Source: an optimization exercise on an open RTL-to-GDS flow (aim: small area). Production flows keep margins and buffers that such runs may drop.
The RTL was checked by simulation tests, not by an equivalence proof against the original design.
Power and IR drop assume default switching activity.

// final_eight_adc
module final_eight_adc(
	input clk,
	input rst,
	output TxD,
	output TxD_busy,
	output SCK,
	output SS1,
	output MOSI,
	input MISO,
	output SCK1,
	output SS2,
	output MOSI1,
	input MISO1,
	output SCK2,
	output SS3,
	output MOSI2,
	input MISO2,
	output SCK3,
	output SS4,
	output MOSI3,
	input MISO3,
	output SCK4,
	output SS5,
	output MOSI4,
	input MISO4,
	output SCK5,
	output SS6,
	output MOSI5,
	input MISO5,
	output SCK6,
	output SS7,
	output MOSI6,
	input MISO6,
	output SCK7,
	output SS8,
	output MOSI7,
	input MISO7
);
reg [2:0] m;
reg [4:0] tl;
reg [10:0] th;
wire [8:0] lo_inc = {1'b0, tl, m} + 9'd1;
wire th_zero = (th == 11'd0);
wire tf_end = (th == 11'b11101110111) & (tl == 5'd22);  
wire fall = (m == 3'd7);
wire rise = (m == 3'd3);
always @(posedge clk) begin
	if (rst) begin
		m <= 3'd0;
		tl <= 5'd0;
		th <= 11'd0;
	end else begin
		m <= lo_inc[2:0];
		if (fall & tf_end) begin
			tl <= 5'd0;
			th <= 11'd0;
		end else begin
			tl <= lo_inc[7:3];
			if (lo_inc[8])
				th <= {th[9:0], ~(th[10] ^ th[8])};
		end
	end
end
assign SCK = m[2];
assign SCK1 = m[2];
assign SCK2 = m[2];
assign SCK3 = m[2];
assign SCK4 = m[2];
assign SCK5 = m[2];
assign SCK6 = m[2];
assign SCK7 = m[2];
wire tl_ge26 = tl[4] & tl[3] & (tl[2] | tl[1]);
wire ss = (~th_zero | tl_ge26) & ~(m[2] & tf_end)
	| (th_zero & (tl == 5'd25) & m[2]);
assign SS1 = ss;
assign SS2 = ss;
assign SS3 = ss;
assign SS4 = ss;
assign SS5 = ss;
assign SS6 = ss;
assign SS7 = ss;
assign SS8 = ss;
wire mosi = th_zero & ((tl == 5'd8) | (tl == 5'd9) | (tl == 5'd12));
assign MOSI = mosi;
assign MOSI1 = mosi;
assign MOSI2 = mosi;
  ...
Size in the first run: roughly 400 cells after synthesis, ~150 flip-flops, ~36 I/O pins, about 4900 um^2 of cells after synthesis.
export LEC_CHECK = 0
export CAP_MARGIN = 20
export CORE_MARGIN = 2
export CORE_UTILIZATION = 70
export PLACE_DENSITY = 0.8
export SLEW_MARGIN = 20
create_clock -name core_clock -period 10.0 [get_ports {clk}]
standard.sh (not shown) runs the stock make flow with config.mk's settings and CLKGATE_MAP_FILE= SYNTH_SCRIPT=/design/flow/synth_recipe.tcl, a recipe that flattens the netlist after the stock synthesis.
==> flow/flow/run.sh <==
#!/bin/bash
# Standard layout, with one-cell port buffers (buf_1) and a clock tree
# without dummy loads. Each tool's output goes to its own log under
# orfs/logs; the whole run's output also goes to standard.log here.
set -euo pipefail
export BUFFER_PORTS_ARGS="-buffer_cell sky130_fd_sc_hd__buf_1"
export CTS_ARGS="-sink_clustering_enable -repair_clock_nets -dont_use_dummy_load -buf_list sky130_fd_sc_hd__clkbuf_8 -sink_clustering_size 30"
bash standard.sh > standard.log 2>&1
Then changed:
--- a/flow/flow/run.sh
+++ b/flow/flow/run.sh
@@ -7 +7 @@
-export CTS_ARGS="-sink_clustering_enable -repair_clock_nets -dont_use_dummy_load -buf_list sky130_fd_sc_hd__clkbuf_8 -sink_clustering_size 30"
+export CTS_ARGS="-sink_clustering_enable -repair_clock_nets -dont_use_dummy_load -buf_list {sky130_fd_sc_hd__clkbuf_4 sky130_fd_sc_hd__clkbuf_8 sky130_fd_sc_hd__clkbuf_16} -sink_clustering_size 50 -sink_clustering_max_diameter 200 -sink_buffer_max_cap_derate 1.0"
The changed run ran to the end with no violations.
Total power climbs by 16%.
Area after synthesis does not change.
Routed wire length climbs by 12%.
Worst setup slack is worse by 0.30 ns.
Clock power climbs by 47%.
Register-to-register slack is worse by 0.11 ns.
Cell count is unchanged.
Final area climbs by 3.4%.
Sequential power hardly moves.
Die area does not change.
First-iteration DRC count drops by 0.76%.
Then changed:
--- a/flow/flow/run.sh
+++ b/flow/flow/run.sh
@@ -7 +7 @@
-export CTS_ARGS="-sink_clustering_enable -repair_clock_nets -dont_use_dummy_load -buf_list {sky130_fd_sc_hd__clkbuf_4 sky130_fd_sc_hd__clkbuf_8 sky130_fd_sc_hd__clkbuf_16} -sink_clustering_size 50 -sink_clustering_max_diameter 200 -sink_buffer_max_cap_derate 1.0"
+export CTS_ARGS="-sink_clustering_enable -repair_clock_nets -dont_use_dummy_load -buf_list sky130_fd_sc_hd__clkbuf_16 -sink_clustering_size 80 -sink_clustering_max_diameter 300 -sink_buffer_max_cap_derate 1.0"
Hold slack hardly moves.
Clock-buffer cell count is unchanged.
Clock power climbs by about 3%.
Setup slack gets better by 0.26 ns.
Sequential power stays flat.
Via count drops by about 0.5%.
Routed wire length decreases by about 1.2%.
Synthesized cell count does not change.
Global-route usage grows by 0.23 points.
Total power goes up by about 1.4%.
Core utilization is higher by 0.26 points.

## afterwards: timing with drivers on the ports
Ports are ideal in the flow. The routed layouts listed here were re-timed in OpenROAD. Step 1 (the two cells are an assumption about what drives the block):
set clk [get_ports {clk}]
set_driving_cell -lib_cell sky130_fd_sc_hd__clkbuf_16 $clk
set_driving_cell -lib_cell sky130_fd_sc_hd__buf_2 [delete_from_list [all_inputs] $clk]
Step 2, shift: input delay + t, output delay - t, t = (earliest + latest rising clock arrival at the registers) / 2. This alone moves slack from input paths to output paths. Slacks: ideal ports / drivers / drivers and shift; pairs: ideal ports / drivers.
run | shift t [ns] | setup WS [ns] | worst register clock-pin slew, ns | worst slew at a driven data input, ns | cell pins on the clock port's net
the first run | 0.439 | 5.714 / 5.684 / 6.122 | 0.10 / 0.10 | 0.03 | 1
the second run | 0.708 | 5.412 / 5.381 / 6.090 | 0.08 / 0.08 | 0.04 | 1
the third run | 0.434 | 5.674 / 5.639 / 6.073 | 0.07 / 0.07 | 0.03 | 1
After both steps every run listed still meets setup and hold.
